Background: an optimization exercise with open tools, aiming at small area. Do not read the settings as production practice. RTL that was checked went through simulation tests only; none was proved equivalent to the original. Power is estimated from default activity; no workload was simulated.

== main ==
==> flow/design.v (excerpt) <==
module ALU #(parameter w = 8) (
    clk, rst, CE, IN_valid, MODE, CMD, OPA, OPB, Cin,
    ERR, RES, OF, COUT, G, L, E);
For scale: about 690 cells after synthesis, about 64 flip-flops, roughly 50 I/O pins, roughly 0.0061 mm² of cells after synthesis.
==> flow/config.mk <==
export PLATFORM = sky130hd
export DESIGN_NAME = ALU
export DESIGN_NICKNAME = ALU
export VERILOG_FILES = /design/flow/design.v
export SDC_FILE = /design/flow/constraint.sdc
export NUM_CORES = 4
export LEC_CHECK = 0
export CAP_MARGIN = 20
export CORE_MARGIN = 2
export CORE_UTILIZATION = 60
export CTS_BUF_LIST = sky130_fd_sc_hd__clkbuf_4 sky130_fd_sc_hd__clkbuf_8
export SLEW_MARGIN = 20
export SYNTH_HIERARCHICAL = 1
==> flow/constraint.sdc <==
create_clock -name core_clock -period 6.0 [get_ports {clk}]
set_input_delay 1.2000 -clock core_clock [delete_from_list [all_inputs] [get_ports {clk}]]
set_output_delay 1.2000 -clock core_clock [all_outputs]
set_load 0.01 [all_outputs]
run.sh (not shown) runs the stock make flow with config.mk's settings and CLKGATE_MAP_FILE= SYNTH_SCRIPT=/design/flow/synth_recipe.tcl, a recipe that flattens the netlist after the stock synthesis.
What the feature branch does differently from main at the input level:
--- a/flow/design.v
+++ b/flow/design.v
@@ -456,15 +456,13 @@
 wire k8 = arith & (s[3] | (s[2] & (A[7] ^ B[7])));
 wire U  = arith & (k8 ? ~P[8] : (s[2] & A[7]));
 reg [7:0] lo;
 integer i;
 always @(*)
     for (i = 0; i < 8; i = i + 1)
-        lo[i] = (lo_en & P[i]) | (hi_en & P[i+8]) |
-                (tt[3] & A[i] & B[i]) | (tt[2] & A[i] & ~B[i]) |
-                (tt[1] & ~A[i] & B[i]) | (tt[0] & ~A[i] & ~B[i]);
+        lo[i] = (lo_en & P[i]) | (hi_en & P[i+8]) | tt[{A[i], B[i]}];
 wire r8 = (en8 & P[8]) ^ k8;
 wire [16:0] R = {U | inv16, {7{U}}, r8, lo};
 wire cout_n = arith & ~s[3] & ~s[2] & P[8];
 wire of_n = arith & ((s[3] & ~s[0] & ~P[8]) |
                      (s[2] & (A[7] == B[7]) & (P[7] != A[7])));
 wire cmp = arith & s[2];
## What came out
In the flow results for the feature branch and main, the proportion of cell area occupied by registers is smaller on main.
In the tables for the feature branch and main, worst IR drop on VDD reads higher with main.
Relative to main, the feature branch degrades setup slack.
Post-route fraction of the period consumed by the critical path: higher on the feature branch
The feature branch: met3 usage lower than main

---

ALU, a different RTL version from the one above (not shown whole).
Size in the first run: about 660 cells after synthesis, about 65 flip-flops, roughly 50 I/O pins.
==> flow/config.mk <==
export PLATFORM = sky130hd
export DESIGN_NAME = ALU
export DESIGN_NICKNAME = ALU
export VERILOG_FILES = /design/flow/design.v
export SDC_FILE = /design/flow/constraint.sdc
export NUM_CORES = 4
export LEC_CHECK = 0
export CAP_MARGIN = 20
export CORE_MARGIN = 2
export CORE_UTILIZATION = 60
export CTS_BUF_LIST = sky130_fd_sc_hd__clkbuf_4 sky130_fd_sc_hd__clkbuf_8
export SLEW_MARGIN = 20
export SYNTH_HIERARCHICAL = 1
==> flow/constraint.sdc <==
create_clock -name core_clock -period 6.0 [get_ports {clk}]
set_input_delay 1.2000 -clock core_clock [delete_from_list [all_inputs] [get_ports {clk}]]
set_output_delay 1.2000 -clock core_clock [all_outputs]
set_load 0.01 [all_outputs]
standard.sh (not shown) runs the stock make flow with config.mk's settings and CLKGATE_MAP_FILE= SYNTH_SCRIPT=/design/flow/synth_recipe.tcl, a recipe that flattens the netlist after the stock synthesis.
==> flow/flow/run.sh <==
#!/bin/bash
# Layout flow: the standard layout (standard.sh, all ORFS steps from
# synthesis to finish) with two changes: the buffers that the flow puts on
# every input and output port are buf_1 cells, not the resizer's default
# choice, and clock tree synthesis adds no dummy loads to balance the tree.
# The full output of the run goes to standard.log in this folder; ORFS keeps
# each step's own log under orfs/logs/.
set -euo pipefail
bash standard.sh \
  "BUFFER_PORTS_ARGS=-buffer_cell sky130_fd_sc_hd__buf_1" \
  "CTS_ARGS=-sink_clustering_enable -repair_clock_nets -buf_list {sky130_fd_sc_hd__clkbuf_4 sky130_fd_sc_hd__clkbuf_8} -dont_use_dummy_load" \
  finish > standard.log 2>&1
==> next run, changes <==
--- a/flow/design.v
+++ b/flow/design.v
@@ -462,37 +462,32 @@
         lo[i] = (lo_en & P[i]) | (hi_en & P[i+8]) | tt[{A[i], B[i]}];
 wire r8 = (en8 & P[8]) ^ k8;
 wire [16:0] R = {U | inv16, {7{U}}, r8, lo};
 wire cout_n = arith & ~s[3] & ~s[2] & P[8];
 wire of_n = arith & ((s[3] & ~s[0] & ~P[8]) |
                      (s[2] & (A[7] == B[7]) & (P[7] != A[7])));
 wire cmp = arith & s[2];
 wire e_n = cmp & s[1] & s[0];
 wire l_n = cmp & ~s[1] & s[0];
 wire g_n = cmp & s[1] & ~s[0];
 wire err_n = (lgc & (s == 4'b0000)) | (aq2 & s[3]);
 reg [16:0] RES_m;
-reg m_ok;
-always @(posedge clk) begin
-    if (CE & mulop)
-        RES_m <= P;
-end
 always @(posedge clk or posedge rst) begin
     if (rst) begin
-        RES <= 0; m_ok <= 0;
+        RES <= 0; RES_m <= 0;
         COUT <= 0; OF <= 0; G <= 0; L <= 0; E <= 0; ERR <= 0;
     end else if (CE) begin
         if (mulop) begin
-            RES <= m_ok ? RES_m : 17'd0;
-            m_ok <= 1'b1;
+            RES_m <= P;
+            RES <= RES_m;
         end else
             RES <= R;
         COUT <= cout_n;
         OF <= of_n;
         G <= g_n;
         L <= l_n;
         E <= e_n;
         ERR <= err_n;
     end
 end
 endmodule
 module alu_fa (a, b, c, s, co);
Result: The changed run produced a clean layout. Non-clock buffer count decreases by 4. Setup slack degrades by 0.064 ns. Total power increases by about 3.5%. Die area decreases by about 1.9%. Sequential cell count decreases by 1. Wire length hardly moves. Sequential power increases by about 6%. Core utilization increases by 1.1 points. Via count increases by about 1.4%. Hold slack degrades by 0.0045 ns. Sequential share of layout area decreases by 1.1 points. Critical path depth decreases by 1.
Only the layout flow was run in the first run of this note; the RTL was not checked for function there.

afterwards: timing with drivers on the ports:
The flow's constraints put no driver on any port. The routed layouts listed below were extracted and timed again, unchanged, in two steps.
Step 1, drivers: a clkbuf_16 drives clk and a buf_2 each remaining input, both assumed.
Step 2, shift: input delay + t, output delay - t, t = (earliest + latest rising clock arrival at the registers) / 2. This alone moves slack from input paths to output paths.
a / b / c = ideal / step 1 / step 2; a / b = the first two.
| run | t (ns) | setup slack, ns | slew at the worst register clock pin (ns) |
|---|---|---|---|
| main | 0.378 | 0.412 / 0.412 / 0.412 | 0.08 / 0.08 |
| the feature branch | 0.390 | 0.364 / 0.364 / 0.364 | 0.08 / 0.08 |
| the first run of note 2 | 0.361 | 0.418 / 0.418 / 0.418 | 0.08 / 0.08 |
| the second run of note 2 | 0.373 | 0.354 / 0.354 / 0.354 | 0.08 / 0.08 |
After both steps setup and hold are still met in every run listed.
